This design comes from an exercise in tuning for small area, a short achievable clock period and few clock cycles on the open sky130 flow, not from production work. Function was checked by simulation only, so behaviour that the tests miss may differ from the original.

// Cordic
module Cordic #(parameter DW=16, AW=4)(
	input                  clk, rst, en,
	output                 done,
	input  signed [DW-1:0] z,
	output signed [DW-1:0] x,y);
Size in the first run: ~840 cells after synthesis, about 52 I/O pins, roughly 6900 um^2 of cells after synthesis.
make LEC_CHECK=0 CAP_MARGIN=20 CORE_MARGIN=2 CORE_UTILIZATION=40 SETUP_SLACK_MARGIN=4.5 SLEW_MARGIN=20 finish   # period 8.0 ns
run.sh (not shown) runs the stock make flow with config.mk's settings and CLKGATE_MAP_FILE= SYNTH_SCRIPT=/design/flow/synth_recipe.tcl, a recipe that flattens the netlist after the stock synthesis.
Testbench counts at the start, summed over its fixed seeds: cycles 48,000.
==> next run, changes <==
Settings changed: ABC_AREA set to 1, SETUP_SLACK_MARGIN 4.5 to 3.
What happened: Global-route usage shrinks by 1.5 points. Utilization shrinks by 7.5 points. First-iteration DRC count shrinks by 2.1%. Wire length shrinks by 11%. Critical path depth grows by 6.
==> next run, changes <==
Settings changed: ABC_AREA 1 to not set, SETUP_SLACK_MARGIN 3 to not set.
The new run completed with no timing, DRC or antenna violations.
Hold slack improved by 0.017 ns.
Maximum frequency fell by 15%.
Utilization fell by 1.0 points.
Clock skew hardly moves.
Non-clock buffer count came out higher by 3.
Worst setup slack loses 0.78 ns.
Wire length fell by 1.7%.
First-iteration DRC count decreases by 13%.
Final cell count is lower by 17%.
==> next run, changes <==
Settings changed: ABC_AREA set to 1, SETUP_SLACK_MARGIN set to 4.
Hold slack got worse by 0.017 ns.
Setup slack is better by 1.5 ns.
Sequential cell count stays the same.

* * *

Cordic, a different RTL version from the one above (not shown whole).
For scale: ~1100 cells after synthesis, ~60 flip-flops, roughly 52 I/O pins, about 6100 um2 of cells after synthesis.
==> flow/design.v (excerpt) <==
module Cordic #(parameter DW=16, AW=4)(
	input                  clk, rst, en,
	output                 done,
	input  signed [DW-1:0] z,
	output signed [DW-1:0] x,y);
export LEC_CHECK = 0
export ABC_AREA = 1
export CAP_MARGIN = 20
export CORE_MARGIN = 2
export CORE_UTILIZATION = 50
export SETUP_SLACK_MARGIN = 5
export SLEW_MARGIN = 20
create_clock -name core_clock -period 8.0 [get_ports {clk}]
standard.sh (not shown) runs the stock make flow with config.mk's settings and CLKGATE_MAP_FILE= SYNTH_SCRIPT=/design/flow/synth_recipe.tcl, a recipe that flattens the netlist after the stock synthesis.
==> flow/flow/run.sh <==
#!/bin/bash
# The standard layout with two changes: adders are left to abc as plain
# gates (no full/half adder cells, ADDER_MAP_FILE empty), and the ports are
# buffered by the smallest buffer instead of the delay cell buffer_ports
# picks by default. Synthesis is otherwise the standard one (synth_recipe.tcl:
# no fsm or share pass, flattened, function nets renamed), so the registers
# and their names are the standard synthesis's. The whole output goes to
# flow.log here; each ORFS step also keeps its own log under orfs/logs/.
set -euo pipefail
export ADDER_MAP_FILE=
export BUFFER_PORTS_ARGS="-buffer_cell sky130_fd_sc_hd__buf_1"
bash standard.sh finish > flow.log 2>&1
The baseline completed with no timing, DRC or antenna violations.
Testbench counts at the start, summed over its fixed seeds: cycles 48,000.
Change:
==> flow/flow/run.sh (replaced) <==
#!/bin/bash
# The standard layout with three changes:
#  - abc maps for area (flow/abc_area.script: "map -a" instead of "map"),
#    through a copy of ORFS's scripts folder that differs only in that file;
#  - adders are left to abc as plain gates (ADDER_MAP_FILE empty);
#  - the ports are buffered by the smallest buffer (buf_1) instead of the
#    delay cell buffer_ports picks by default.
# Synthesis is otherwise the standard one (synth_recipe.tcl: no fsm or share
# pass, flattened, function nets renamed), so the registers and their names
# are the standard synthesis's. The whole output goes to flow.log here; each
# ORFS step also keeps its own log under orfs/logs/.
set -euo pipefail
here=$(pwd)
cp -r "$FLOW_HOME/scripts" "$here/scripts"
cp "$here/flow/abc_area.script" "$here/scripts/abc_area.script"
export SCRIPTS_DIR="$here/scripts"
export ADDER_MAP_FILE=
export BUFFER_PORTS_ARGS="-buffer_cell sky130_fd_sc_hd__buf_1"
bash standard.sh finish > flow.log 2>&1
==> flow/flow/abc_area.script (new file) <==
strash
dch
map -a -B 0.9
topo
stime -c
buffer -c
upsize -c
dnsize -c
--- a/flow/config.mk
+++ b/flow/config.mk
@@ -11 +11 @@
-export CORE_UTILIZATION = 50
+export CORE_UTILIZATION = 60
After rerunning: Routed wire length went up by about 6%; hold slack is worse by 0.016 ns; sequential share of layout area went down by 1.2 points; die area went down by 26%; global-route usage went up by 8.1 points; cell count went down by about 17%; utilization went up by 27 points.
Change:
==> flow/flow/run.sh (replaced) <==
#!/bin/bash
# The standard layout with two changes: adders are left to abc as plain
# gates (no full/half adder cells, ADDER_MAP_FILE empty), and the ports are
# buffered by the smallest buffer instead of the delay cell buffer_ports
# picks by default. Synthesis is otherwise the standard one (synth_recipe.tcl:
# no fsm or share pass, flattened, function nets renamed), so the registers
# and their names are the standard synthesis's. The whole output goes to
# flow.log here; each ORFS step also keeps its own log under orfs/logs/.
set -euo pipefail
export ADDER_MAP_FILE=
export BUFFER_PORTS_ARGS="-buffer_cell sky130_fd_sc_hd__buf_1"
bash standard.sh finish > flow.log 2>&1
--- a/flow/config.mk
+++ b/flow/config.mk
@@ -11 +11 @@
-export CORE_UTILIZATION = 60
+export CORE_UTILIZATION = 75
removed: flow/flow/abc_area.script
Outcome:
- global-route usage rose by 3.7 points
- count of clock-buffer cells in the layout goes down by 1
- final cell count rose by 16%
- fmax climbs by 16%
- non-clock buffer count came out lower by 83
- final area came out lower by 9.1%
- routed wire length goes down by 8.7%
- register-to-register slack is better by 0.45 ns
Change:
--- a/flow/config.mk
+++ b/flow/config.mk
@@ -11 +11,2 @@
-export CORE_UTILIZATION = 75
+export CORE_UTILIZATION = 40
+export CTS_BUF_LIST = sky130_fd_sc_hd__clkbuf_8
Effect: Final area is higher by 1.3%. Flip-flop and latch count stays the same. Fmax went up by 1.3%. Core utilization came out lower by 39 points. Routed wire length went up by 3.1%. Worst setup slack improves by 0.035 ns. Global-route usage falls by 18 points. Synthesized area stays the same. Sequential share of layout area went down by 0.20 points.
Change:
--- a/flow/config.mk
+++ b/flow/config.mk
@@ -11,2 +11 @@
-export CORE_UTILIZATION = 40
-export CTS_BUF_LIST = sky130_fd_sc_hd__clkbuf_8
+export CORE_UTILIZATION = 65
The changed run finished clean.
Cell area is lower by a few percent.
Critical path depth grows by 1.
Die area drops by well over a third.
Cell count fell by a few percent.
Worst hold slack gains 0.012 ns.
Global-route usage came out higher by 11 points.
Wire length is lower by a few percent.
Clock skew rises by 0.0036 ns.
Change:
==> flow/flow/run.sh (replaced) <==
#!/bin/bash
# The standard layout with three changes:
#  - adders are left to abc as plain gates (ADDER_MAP_FILE empty);
#  - the ports are buffered by the smallest buffer (buf_1) instead of the
#    delay cell buffer_ports picks by default;
#  - timing repair aims at 5.5 ns of setup slack (SETUP_SLACK_MARGIN).
# Synthesis is otherwise the standard one (synth_recipe.tcl: no fsm or share
# pass, flattened, function nets renamed), so the registers and their names
# are the standard synthesis's. The whole output goes to flow.log here; each
# ORFS step also keeps its own log under orfs/logs/.
set -euo pipefail
export ADDER_MAP_FILE=
export BUFFER_PORTS_ARGS="-buffer_cell sky130_fd_sc_hd__buf_1"
export SETUP_SLACK_MARGIN=5.5
bash standard.sh finish > flow.log 2>&1
--- a/flow/config.mk
+++ b/flow/config.mk
@@ -11,2 +11 @@
-export CORE_UTILIZATION = 65
-export SETUP_SLACK_MARGIN = 5
+export CORE_UTILIZATION = 60
Result:
- The new run ran to the end with no violations
- cell area grows by a quarter to a third
- die area climbs by a little under a tenth
- via count grows by about a fifth
- register-to-register slack is better by 0.15 ns
- global-route usage shrinks by 1.8 points
- setup slack improves by 0.15 ns
- synthesized cell count stays the same
- routed wire length increases by a quarter to a third
- first-iteration DRC count rises by well over a third
- area after synthesis stays the same

[afterwards: timing with drivers on the ports]
Ports are ideal in the flow. The routed layouts listed here were re-timed in OpenROAD.
Step 1 (the two cells are an assumption about what drives the block):
set clk [get_ports {clk}]
set_driving_cell -lib_cell sky130_fd_sc_hd__clkbuf_16 $clk
set_driving_cell -lib_cell sky130_fd_sc_hd__buf_2 [delete_from_list [all_inputs] $clk]
Step 2 times the ports against the registers' clock, not the clock port: input delays grow and output delays shrink by t, the midpoint of the rising clock arrivals with the driver on.
Slacks: no drivers / after step 1 / after step 2; pairs: no drivers / after step 1.
run | t, ns | setup WS [ns] | worst hold slack (ns) | worst data-port slew with drivers (ns) | pins driven straight from the clock port
the first run of note 1 | 0.356 | 3.767 / 3.767 / 3.767 | 0.582 / 0.582 / 0.582 | 0.04 | 1
the second run of note 1 | 0.346 | 3.478 / 3.478 / 3.411 | 0.565 / 0.565 / 0.565 | 0.03 | 1
the third run of note 1 | 0.348 | 2.695 / 2.695 / 2.695 | 0.582 / 0.582 / 0.582 | 0.03 | 1
the fourth run of note 1 | 0.348 | 4.218 / 4.218 / 3.913 | 0.565 / 0.565 / 0.565 | 0.03 | 1
the first run of note 2 | 0.384 | 5.279 / 5.279 / 4.984 | 0.635 / 0.635 / 0.635 | 0.04 | 1
the second run of note 2 | 0.382 | 4.705 / 4.705 / 4.705 | 0.619 / 0.619 / 0.619 | 0.05 | 1
the third run of note 2 | 0.394 | 5.154 / 5.154 / 5.097 | 0.633 / 0.633 / 0.633 | 0.03 | 1
the fourth run of note 2 | 0.410 | 5.189 / 5.189 / 5.140 | 0.632 / 0.632 / 0.632 | 0.04 | 1
the fifth run of note 2 | 0.378 | 5.200 / 5.200 / 5.056 | 0.644 / 0.644 / 0.644 | 0.04 | 1
the sixth run of note 2 | 0.411 | 5.351 / 5.351 / 5.167 | 0.595 / 0.595 / 0.595 | 0.04 | 1
After both steps setup and hold are still met in every run listed. The setup slack of the fourth run of note 1, which loses most, moves by 0.000 ns with the drivers and by -0.305 ns with both steps.
